Source: an optimization exercise on an open RTL-to-GDS flow (aim: small area). Production flows keep margins and buffers that such runs may drop.
Only simulation tests tie the RTL to the original design; equivalence was not proved.
Power is estimated from default activity; no workload was simulated.

`design/flow/run.sh`:
```
#!/bin/bash
# synth_recipe.tcl (not shown) runs the flow's synth.tcl, then flattens the netlist and writes it again
# the make line also repeats each setting of config.mk as NAME=value (left out here)
make -C /OpenROAD-flow-scripts/flow DESIGN_CONFIG=/design/flow/config.mk WORK_HOME=/design/flow/orfs CLKGATE_MAP_FILE= SYNTH_SCRIPT=/design/flow/synth_recipe.tcl finish
```
`design/flow/config.mk`:
```
export PLATFORM = sky130hd
export DESIGN_NAME = calc_func_top
export DESIGN_NICKNAME = calc_func_top
export VERILOG_FILES = /design/flow/design.v
export SDC_FILE = /design/flow/constraint.sdc
export NUM_CORES = 4
export LEC_CHECK = 0
export CAP_MARGIN = 20
export CORE_MARGIN = 2
export CORE_UTILIZATION = 40
export SLEW_MARGIN = 20
```
`design/flow/constraint.sdc`:
```
create_clock -name core_clock -period 35.0 [get_ports {clk}]
set_input_delay 7.0000 -clock core_clock [delete_from_list [all_inputs] [get_ports {clk}]]
set_output_delay 7.0000 -clock core_clock [all_outputs]
set_load 0.01 [all_outputs]
```
`design/flow/design.v`:
```
`timescale 1ns / 1ps
module btn_debounce(
    input clk,               
    input rst,               
    input en,                
    input btn_in,            
    output wire btn_status   
    );
    reg [19:0] btn_shift;    
    always @ (posedge clk)
        if (rst)
            btn_shift <= 20'd0;
        else if (en)
        btn_shift <= {btn_shift[18:0], btn_in};  
    assign btn_status = &btn_shift;              
endmodule
`timescale 1ns / 1ps
module debounce_div(
    input clk,                   
    input rst,                   
    output clk_deb,              
    output deb_en                
    );
    reg [3:0] cnt;               
    assign clk_deb = cnt[3];     
    assign deb_en = (cnt == 4'b0111);
    always @(posedge clk)
        if (rst)
            cnt <= 0;            
        else
            cnt <= cnt + 1;      
endmodule
`timescale 1ns / 1ps
module clk_gen(
    output reg clk_div,
    output tick,                             
    input clk, rst);
    reg [2:0] cnt;       
    assign tick = cnt[2] & ~clk_div;
    always @ (posedge clk)                   
    begin
        if (rst == 1'b1) begin               
            cnt <= 0;
            clk_div <= 0;
            end
        else if (cnt[2] == 1'b1) begin       
            clk_div <= ~clk_div;             
            cnt <= 0;                        
            end
        else
            cnt <= cnt + 1;                  
    end
endmodule
`timescale 1ns / 1ps
module digit_selector(
    output reg [3:0] digit_sel,
    input clk, rst,
    input en                 
    );
    reg [1:0] dig_cnt;       
    always @ (posedge clk)
    begin   
        if (rst == 1'b1)             
            dig_cnt <= 0;
        else if (!en)
            dig_cnt <= dig_cnt;
        else if (dig_cnt == 2'b11)   
            dig_cnt <= 0;
        else
            dig_cnt <= dig_cnt + 1;  
     end
    always @ (*)
    begin
        case (dig_cnt)
            2'b00:      digit_sel = 4'b1110;
            2'b01:      digit_sel = 4'b1101;
            2'b10:      digit_sel = 4'b1011;
            2'b11:      digit_sel = 4'b0111;
            default:    digit_sel = 4'b1111;
        endcase
    end                                   
endmodule
`timescale 1ns / 1ps
module hex_num_gen(
    output reg [3:0] hex_num,
    input [3:0] digit_sel,
    input [15:0] sw
    );
    always @ (*)
    begin
        case (digit_sel)
            4'b1110:    hex_num = sw[3:0];
            4'b1101:    hex_num = sw[7:4];
            4'b1011:    hex_num = sw[11:8];
            4'b0111:    hex_num = sw[15:12];
            default:    hex_num = 4'b0000;
        endcase
    end
endmodule
`timescale 1ns / 1ps
module sseg_digit(
    input [3:0] sw,
    output [3:0] an,
    output dp,
    output reg [6:0] seg
    );
    assign an = 4'b1110;
    assign dp = 1'b1;
    always @ (*)
    begin
        if (sw==4'h0) seg = 7'b1000000;
        else if (sw==4'h1) seg = 7'b1111001;
        else if (sw==4'h2) seg = 7'b0100100;
        else if (sw==4'h3) seg = 7'b0110000;
        else if (sw==4'h4) seg = 7'b0011001;
        else if (sw==4'h5) seg = 7'b0010010;
        else if (sw==4'h6) seg = 7'b0000010;
        else if (sw==4'h7) seg = 7'b1111000;
        else if (sw==4'h8) seg = 7'b0000000;
        else if (sw==4'h9) seg = 7'b0011000;
        else if (sw==4'ha) seg = 7'b0001000;
        else if (sw==4'hb) seg = 7'b0000011;
        else if (sw==4'hc) seg = 7'b1000110;
        else if (sw==4'hd) seg = 7'b0100001;
        else if (sw==4'he) seg = 7'b0000110;
        else if (sw==4'hf) seg = 7'b0001110;
        else seg = 7'b1111111;
    end
endmodule
`timescale 1ns / 1ps
module sseg_disp(
    output [6:0] seg,
    output [3:0] an,
    output dp, clkd,
    input [15:0] sw,
    input btnC,
    input clk
    );
    wire [3:0] not_used;         
    wire [3:0] hex_num;          
    wire tick;                   
    clk_gen U1(                      
        .clk_div (clkd),
        .tick (tick),
        .clk (clk),
        .rst (btnC)
    );
    digit_selector U2(               
        .digit_sel (an),
        .clk (clk),
        .en (tick),
        .rst (btnC)
    );
    hex_num_gen U3(                  
        .hex_num (hex_num),
        .digit_sel (an),
        .sw (sw)
    );
    sseg_digit U4(                 
        .seg (seg),
        .an (not_used),
        .dp (dp),
        .sw (hex_num)
    );
endmodule
`timescale 1ns / 1ps
module mem_calc(
    input wire [15:0] data_in,       
    input wire clk,                  
    input wire rst,                  
    input [2:0] sel_func,            
    input wire [1:0] addr,           
    output [15:0] data_out           
    );
    reg [15:0] data_temp;            
    reg [15:0] mem [0:3];            
    assign data_out = data_temp;     
    always @ (posedge clk)
    begin
        if (rst) begin
            mem[0] <= 16'd0;
            mem[1] <= 16'd0;
            mem[2] <= 16'd0;
            mem[3] <= 16'd0;
            data_temp <= 16'd0;
        end
        else if (|sel_func)               
            mem[addr] <= data_in;    
        else
            data_temp <= mem[addr];  
    end
endmodule
`timescale 1ns / 1ps
module func_sel(
    input clk,                                   
    input rst,                                   
    input sel_add, sel_sub, sel_mult, sel_div,   
    output reg [2:0] sel_func                    
    );                                           
    parameter [2:0]
        wait2strt   = 3'b000,        
        add_func    = 3'b001,        
        mult_func   = 3'b010,        
        sub_func    = 3'b011,        
        div_func    = 3'b100;        
    reg [2:0] curr_state, next_state;    
    wire [3:0] sel;                                      
    assign sel = {sel_add, sel_mult, sel_sub, sel_div};  
    always @ (*) begin                                   
        next_state = wait2strt;
        case (curr_state)
            wait2strt   :   if      (sel == 4'b1000)     
                                next_state = add_func;   
                            else if (sel == 4'b0100)     
                                next_state = mult_func;  
                            else if (sel == 4'b0010)     
                                next_state = sub_func;   
                            else if (sel == 4'b0001)     
                                next_state = div_func;   
                            else                         
                                next_state = wait2strt;  
            add_func    :   if      (sel == 4'b0100)     
                                next_state = mult_func;  
                            else if (sel == 4'b0010)     
                                next_state = sub_func;   
                            else if (sel == 4'b0001)     
                                next_state = div_func;   
                            else if (sel == 4'b1000)     
                                next_state = add_func;   
                            else                         
                                next_state = wait2strt;  
            mult_func   :   if      (sel == 4'b0010)     
                                next_state = sub_func;   
                            else if (sel == 4'b0001)     
                                next_state = div_func;   
                            else if (sel == 4'b1000)     
                                next_state = add_func;   
                            else if (sel == 4'b0100)     
                                next_state = mult_func;  
                            else                         
                                next_state = wait2strt;  
            sub_func    :   if      (sel == 4'b0001)     
                                next_state = div_func;   
                            else if (sel == 4'b1000)     
                                next_state = add_func;   
                            else if (sel == 4'b0100)     
                                next_state = mult_func;  
                            else if (sel == 4'b0010)     
                                next_state = sub_func;   
                            else                         
                                next_state = wait2strt;  
            div_func    :   if      (sel == 4'b1000)     
                                next_state = add_func;   
                            else if (sel == 4'b0100)     
                                next_state = mult_func;  
                            else if (sel == 4'b0010)     
                                next_state = sub_func;   
                            else if (sel == 4'b0001)     
                                next_state = div_func;   
                            else                         
                                next_state = wait2strt;  
            default     :   next_state = wait2strt;
        endcase
    end
    always @ (*)                                 
    begin
        case (curr_state)
            add_func    :   sel_func = 3'b001;   
            mult_func   :   sel_func = 3'b010;   
            sub_func    :   sel_func = 3'b011;   
            div_func    :   sel_func = 3'b100;   
            default     :   sel_func = 3'b000;   
        endcase
    end
    always @ (posedge clk)
    begin
        if (rst)
            curr_state <= wait2strt;     
        else
        curr_state <= next_state;    
    end    
endmodule
`timescale 1ns / 1ps
module calc_func_top(
    input clk,           
    input rst,           
    input [15:0] sw,     
    input btnC,          
    input btnU,          
    input btnD,          
    input btnR,          
    input btnL,          
    output [3:0] an,     
    output [6:0] seg,    
    output dp,           
    output [15:0] led    
    );
    wire [15:0] data_out;                        
    wire clk_deb;                                
    wire deb_en;                                 
    wire [2:0] sel_func;                         
    wire add_in, mult_in, sub_in, div_in;        
    wire execute;                                
    reg [15:0] data_in;                          
    wire [15:0] disp_data;                       
    reg [1:0] addr;                              
    reg add_tml, mult_tml, sub_tml, div_tml;     
    reg sel_add, sel_sub, sel_mult, sel_div;     
    reg en_add, en_mult, en_sub, en_div;         
    reg add_p, mult_p, sub_p, div_p;             
    sseg_disp   disp    (.sw(disp_data), .clk(clk), .btnC(rst), .seg(seg), .an(an), .dp(dp));                   
    mem_calc    mem     (.clk(clk), .rst(rst), .data_in(data_in), .addr(addr), .sel_func(sel_func), .data_out(data_out));   
    debounce_div div1   (.clk(clk), .rst(rst), .clk_deb(clk_deb), .deb_en(deb_en));                                                          
    btn_debounce up     (.clk(clk), .rst(rst), .en(deb_en), .btn_in(btnU), .btn_status(add_in));                                     
    btn_debounce down   (.clk(clk), .rst(rst), .en(deb_en), .btn_in(btnD), .btn_status(sub_in));                                     
    btn_debounce left   (.clk(clk), .rst(rst), .en(deb_en), .btn_in(btnL), .btn_status(div_in));                                     
    btn_debounce right  (.clk(clk), .rst(rst), .en(deb_en), .btn_in(btnR), .btn_status(mult_in));                                    
    btn_debounce center (.clk(clk), .rst(rst), .en(deb_en), .btn_in(btnC), .btn_status(execute));                                    
    func_sel    f1      (.clk(clk), .rst(rst), .sel_add(sel_add), .sel_mult(sel_mult), .sel_sub(sel_sub), .sel_div(sel_div), .sel_func(sel_func));
    assign led[15:12] = {!sel_add, !sel_mult, !sel_sub, !sel_div};   
    assign led[6:4] = sel_func;                                      
    assign led[1:0] = addr;                                          
    assign led[3:2] = 0;                                             
    assign led[11:7] = 0;
    always @ (*)                             
    begin
        if (sel_func == 3'b001)              
            data_in = sw[15:8] + sw[7:0];    
        else if (sel_func == 3'b010)         
            data_in = sw[15:8] * sw[7:0];    
        else if (sel_func == 3'b011)         
            data_in = sw[15:8] - sw[7:0];    
        else if (sel_func == 3'b100)         
            data_in = (sw[7:0] == 8'd0) ? 16'hffff : sw[15:8] / sw[7:0];    
        else
            data_in = 16'h0000;              
    end
    assign disp_data = data_out;     
    always @ (*)                                             
    begin
        en_add = execute && add_in;                          
        en_mult = execute && mult_in;                        
        en_sub = execute && sub_in;                          
        en_div = execute && div_in;                          
        if (en_add)                  
        begin
            sel_add = 1;             
            sel_mult = 0;
            sel_sub = 0;
            sel_div = 0;
        end
        else if (en_mult)            
        begin
            sel_add = 0;             
            sel_mult = 1;
            sel_sub = 0;
            sel_div = 0;
        end
        else if (en_sub)             
        begin
            sel_add = 0;             
            sel_mult = 0;
            sel_sub = 1;
            sel_div = 0;
        end
        else if (en_div)             
        begin
            sel_add = 0;             
            sel_mult = 0;
            sel_sub = 0;
            sel_div = 1;
        end
        else
        begin                        
            sel_add = 0;
            sel_mult = 0;
            sel_sub = 0;
            sel_div = 0;
        end     
    end
    always @ (posedge clk)
    begin
        if (rst) begin
            add_tml <= 1'b0;
            mult_tml <= 1'b0;
            sub_tml <= 1'b0;
            div_tml <= 1'b0;
        end else begin
        add_tml <= add_in;                   
        mult_tml <= mult_in;                 
        sub_tml <= sub_in;                   
        div_tml <= div_in;                   
        end
    end
    always @ (*)
    begin                                   
        add_p = add_in && !add_tml;          
        mult_p = mult_in && !mult_tml;       
        sub_p = sub_in && !sub_tml;          
        div_p = div_in && !div_tml;          
    end
    always @ (posedge clk)
    begin
        if (rst)
            addr <= 2'b00;           
        else if (add_p)
            addr <= 2'b00;           
        else if (mult_p)
            addr <= 2'b01;           
        else if (sub_p)
            addr <= 2'b10;           
        else if (div_p)
            addr <= 2'b11;           
    end
endmodule
```
==> run summary <==
• **Yosys reg bits** 199
• **worst flop-to-flop path startpoint** f1.curr_state[0]$_SDFF_PP0_
• **proportion of total power due to net switching** 42.4%
• **final weighted congestion in routability-driven placement** 0.943
• **critical path startpoint category** primary input
• **top achievable clock speed** 30.0 MHz
• **Tmin final** 33300 ps
• **Clock power frac** 14.5%
• **xor and xnor area share after synthesis** 3.43%
• **TritonCTS clock tree** built
• **DRT antenna net count** 0
• **Diodes inserted** 0
• **Core Region** 0.0409 sq mm
• **run status** timing/DRC/antenna clean
• **placed instance area** 0.0176 sq mm
• **VDD IR-drop max** 0.0000994 V
• **number of cells traversed by the worst register-to-register path** 7
• **largest net degree at the start of global routing** 101
• **number of violations of the max-capacitance limit** 0
• **transition time at the pin with the least slew margin** 982 ps
• **cell at the slowest stage of the critical path** sky130_fd_sc_hd__clkdlybuf4s50_1
• **multiplexer area fraction after synthesis** 4.36%
• **Synth Instances** 2008
• **Mapped Area** 0.0166 sq mm
• **ratio of total power to cell area** 70.5 mW/mm^2
• **Fin Hold WS** 443 ps
• **Relative slew margins** 34.5%
• **die boundary width** 208 um
• **syn avg cell area** 8.27 sq um
• **placement-stage worst setup slack** -248 ps
• **vias in the first global route** 14086
• **end of the worst register-to-register path** mem.mem[2][5]$_SDFFCE_PN0P_
• **post-route standard cell area excluding fillers** 0.0187 sq mm
• **starting density of the core** 40.6%
• **Switching Power** 0.558 mW
• **Worst Min Path Start** disp.U1.cnt[0]$_SDFF_PP0_
• **aggregate global-route resource usage** 20.0%
• **portion of the post-synthesis area used by sequential elements** 27.8%
• **number of CTS-inserted buffers** 17
• **clock input transition at the sequential cells of the worst setup and hold paths** 70 ps
• **unique cell type count in the Yosys netlist** 116
• **worst hold path stage count** 1
• **number of endpoints with negative hold slack in the final report** 0
• **clock buffer depth** 2
• **worst setup skew after layout** 9.57 ps
• **Vias per Instance** 5.55
• **required time at the endpoint of the critical path** 35160 ps
• **final number of setup-violating endpoints** 0
• **Synth Warn #** 9
• **average wire per standard cell** 16.9 um
• **Post-synth top flop** sky130_fd_sc_hd__dfxtp_1
• **peak fanout along the critical path** 7
• **Worst-Skew Late Latency** 430 ps
• **number of DRC markers after the initial detailed-route iteration** 943
• **count of clock tree sinks** 199
• **sum of overflow across all layers after global routing** 0
• **Pint** 0.757 mW
• **number of H-tree branching levels** 4
• **type of the worst setup path** primary input to flip-flop
• **async set-reset flop share out of synthesis** 0%
• **register-to-register path setup slack** 31560 ps
• **CTS root buf** sky130_fd_sc_hd__clkbuf_16
• **share of layout cells above drive strength 1** 12.4%
• **number of enable-type register cells in the synthesized netlist** 64
• **Compound-Gate Fraction of Synth Area** 20.2%
• **top-level I/O count** 51
• **combinational share of power** 66.9%
• **dominant combinational cell family by area after synthesis** simple AND/OR/NAND/NOR gates
• **adder and majority gate portion of the synthesized area** 17.0%
• **Worst path top cell family by delay** compound AO/OA/AOI/OAI gates
• **placed wire-length estimate** 32500 um
• **crit-path max cell delay** 540 ps
• **fraction of the mapped netlist area in simple logic gates** 21.7%
• **Critical Path Most Common Cell** sky130_fd_sc_hd__o21a_1
• **count of nets after finishing** 2293
• **share of the clock period used by the worst path** 95.1%
• **total die area** 0.0432 sq mm
• **Data arrival, critical path** 33460 ps
• **Setup crit end kind** flip-flop
• **Vert. Die Dim** 208 um
• **detailed-route wire length** 44300 um
• **WHS Endpoint** disp.U1.cnt[0]$_SDFF_PP0_
• **relative area change from synthesis to final layout** 12.3%
• **antenna violations before repair** 0
• **number of pins exceeding their max-slew limit in the final report** 0
• **first-pass GRT wire length** 71900 um
• **static power due to leakage** 7.48 nW
• **DRC violations left** 0
• **detailed-route via count** 14505
• **type of the tightest min-delay check** flip-flop to flip-flop
• **Critical path buffers and inverters** 4
• **row count** 74
• **I/O Buffers** 42
• **Setup WS post-layout** 1700 ps
• **share of total power in sequential cells** 18.6%
• **detailed-routing iteration count for the pre-antenna-repair pass** 5
-- cells by family after synthesis --
family | Yosys count
multiplexers | 48
XOR/XNOR | 65
AND/OR/NAND/NOR | 777
buffers and inverters | 205
flip-flops | 199
adder cells (fa/ha/maj) | 203
other | 2
AO/OA/AOI/OAI | 509
-- synthesized netlist by cell type, types with 5 or more instances --
master	count	area [sq um]
sky130_fd_sc_hd__nand2_1	345	1290
sky130_fd_sc_hd__a21oi_1	229	1150
sky130_fd_sc_hd__nor2_1	180	676
sky130_fd_sc_hd__ha_1	163	2040
sky130_fd_sc_hd__dfxtp_1	135	2700
sky130_fd_sc_hd__inv_1	117	439
sky130_fd_sc_hd__edfxtp_1	64	1920
sky130_fd_sc_hd__nor3_1	60	300
sky130_fd_sc_hd__clkbuf_1	58	218
sky130_fd_sc_hd__o21ai_0	51	255
sky130_fd_sc_hd__o21a_1	43	323
sky130_fd_sc_hd__xnor2_1	40	350
sky130_fd_sc_hd__nand4_1	39	244
sky130_fd_sc_hd__fa_1	38	761
sky130_fd_sc_hd__xor2_1	25	219
sky130_fd_sc_hd__nand3_1	23	115
sky130_fd_sc_hd__nand2b_1	20	125
sky130_fd_sc_hd__a21o_1	18	135
sky130_fd_sc_hd__o31ai_1	17	128
sky130_fd_sc_hd__mux2_2	16	180
sky130_fd_sc_hd__mux4_2	16	360
sky130_fd_sc_hd__o211ai_1	15	113
sky130_fd_sc_hd__o21bai_1	15	113
sky130_fd_sc_hd__or3_1	13	81.3
sky130_fd_sc_hd__or2_2	12	75.1
sky130_fd_sc_hd__and2_1	11	68.8
sky130_fd_sc_hd__buf_4	11	82.6
sky130_fd_sc_hd__o22ai_1	11	68.8
sky130_fd_sc_hd__a22oi_1	10	75.1
sky130_fd_sc_hd__a31oi_1	10	62.6
sky130_fd_sc_hd__and2_2	10	75.1
sky130_fd_sc_hd__mux2i_1	9	90.1
sky130_fd_sc_hd__nor2b_1	9	56.3
sky130_fd_sc_hd__a211oi_1	8	60.1
sky130_fd_sc_hd__a21boi_0	7	52.6
sky130_fd_sc_hd__o221ai_1	7	61.3
sky130_fd_sc_hd__buf_6	6	67.6
sky130_fd_sc_hd__nor3b_1	6	45.0
sky130_fd_sc_hd__nor4_1	6	37.5
sky130_fd_sc_hd__a31o_2	5	43.8
sky130_fd_sc_hd__o21ai_1	5	25.0
sky130_fd_sc_hd__o32a_1	5	50.1
-- power groups by stage --
stage / registers, mW / logic, mW / clock network, mW
6_report: 0.245 / 0.880 / 0.191
5_1_grt: 0.245 / 0.977 / 0.203
4_1_cts: 0.245 / 0.794 / 0.195
3_5_place_dp: 0.250 / 0.786 / 0
3_3_place_gp: 0.250 / 0.779 / 0
2_1_floorplan: 0.249 / 0.645 / 0
-- registers in the layout, summed over array words and instances (netlist names) --
name / count
down.btn_shift: 20
div_tml: 1
center.btn_shift: 20
disp.U1.clk_div: 1
add_tml: 1
mem.mem: 64
addr: 2
right.btn_shift: 20
disp.U2.dig_cnt: 2
up.btn_shift: 20
disp.U1.cnt: 3
mem.data_temp: 16
f1.curr_state: 3
div1.cnt: 4
sub_tml: 1
left.btn_shift: 20
mult_tml: 1
-- placed cells by master (no fill, tap or decap), types with 13 or more instances in the layout --
cell type / instances
sky130_fd_sc_hd__nand2b_1: 20
sky130_fd_sc_hd__edfxtp_1: 64
sky130_fd_sc_hd__mux2_2: 16
sky130_fd_sc_hd__o21ai_0: 48
sky130_fd_sc_hd__nor2_1: 176
sky130_fd_sc_hd__xor2_1: 25
sky130_fd_sc_hd__fa_1: 38
sky130_fd_sc_hd__clkdlybuf4s50_1: 40
sky130_fd_sc_hd__ha_1: 163
sky130_fd_sc_hd__inv_1: 117
sky130_fd_sc_hd__conb_1: 16
sky130_fd_sc_hd__xnor2_1: 40
sky130_fd_sc_hd__o21a_1: 43
sky130_fd_sc_hd__nand3_1: 23
sky130_fd_sc_hd__o31ai_1: 15
sky130_fd_sc_hd__a21oi_2: 16
sky130_fd_sc_hd__nand4_1: 39
sky130_fd_sc_hd__a21o_1: 18
sky130_fd_sc_hd__a21oi_1: 212
sky130_fd_sc_hd__mux4_2: 16
sky130_fd_sc_hd__o211ai_1: 15
sky130_fd_sc_hd__nor3_1: 58
sky130_fd_sc_hd__nand2_1: 343
sky130_fd_sc_hd__clkbuf_16: 18
sky130_fd_sc_hd__o21bai_1: 15
sky130_fd_sc_hd__or3_1: 13
sky130_fd_sc_hd__buf_4: 71
sky130_fd_sc_hd__dfxtp_1: 135
-- cell type report --
class,count,area [sq um]
multi-input cells,1619,11400
well taps,532,666
flip-flops and latches,199,4620
clock inverters,12,110
repair buffers,113,957
clock buffers,20,478
inverters,119,448
fillers,4051,22300
-- metrics by stage --
stage / setup TNS, ps / power [mW] / std cells / util [%]
2_1_floorplan: 0 / 0.894 / 2022 / -
3_3_place_gp: 0 / 1.03 / 2552 / 43.0
3_5_place_dp: -952 / 1.04 / 2552 / 43.0
4_1_cts: 0 / 1.23 / 2584 / 44.5
5_1_grt: -633 / 1.43 / 2614 / 45.6
6_report: 0 / 1.32 / 2614 / 45.6
-- per-layer routing --
layer	vias to the layer above	share of wire, %	GRT usage, %
li1	7223	-	-
met1	6837	46	26.5
met2	383	48	34.2
met3	62	4.6	2.59
met4	0	2.0	5.82
met5	-	0	0
-- worst max-delay path by stage --
stage	slack [ps]	depth (start not counted)	startpoint	to
after global placement	870	126	sw[0]	mem.mem[2][0]$_SDFFCE_PN0P_
after global routing	-180	128	sw[0]	mem.mem[2][0]$_SDFFCE_PN0P_
after CTS	150	126	sw[2]	mem.mem[2][0]$_SDFFCE_PN0P_
after detailed placement	-250	126	sw[2]	mem.mem[2][0]$_SDFFCE_PN0P_
final	1700	130	sw[0]	mem.mem[2][0]$_SDFFCE_PN0P_
after floorplan	1700	131	sw[1]	mem.mem[0][0]$_SDFFCE_PN0P_
-- what timing repair did --
action	CTS	global route
endpoints found under the setup margin	0	8
setup buffers	0	29
hold buffers	0	0
gates resized for setup	0	51

==> afterwards: timing with drivers on the ports <==
The results above use ideal ports. As a check the final layout listed here was re-extracted and re-timed, cells and wires unchanged.
Step 1 assumes that a clkbuf_16 drives the clock port and a buf_2 every other input.
Step 2 also shifts input and output timing later by t, the mid clock arrival at the registers, as if the neighbouring blocks saw the same clock.
Three values: ideal ports, drivers, drivers and shift; two values: the first two.
shift t [ns]: 0.464
setup WS [ns]: 1.700 / 1.666 / 1.202
worst setup path after step 2: input to register
worst register clock-pin slew, ns: 0.07 / 0.07
worst data-port slew with drivers (ns): 0.07
After both steps setup and hold are still met in this run. For this run, drivers alone change the setup slack by -0.034 ns; drivers and shift together by -0.498 ns.
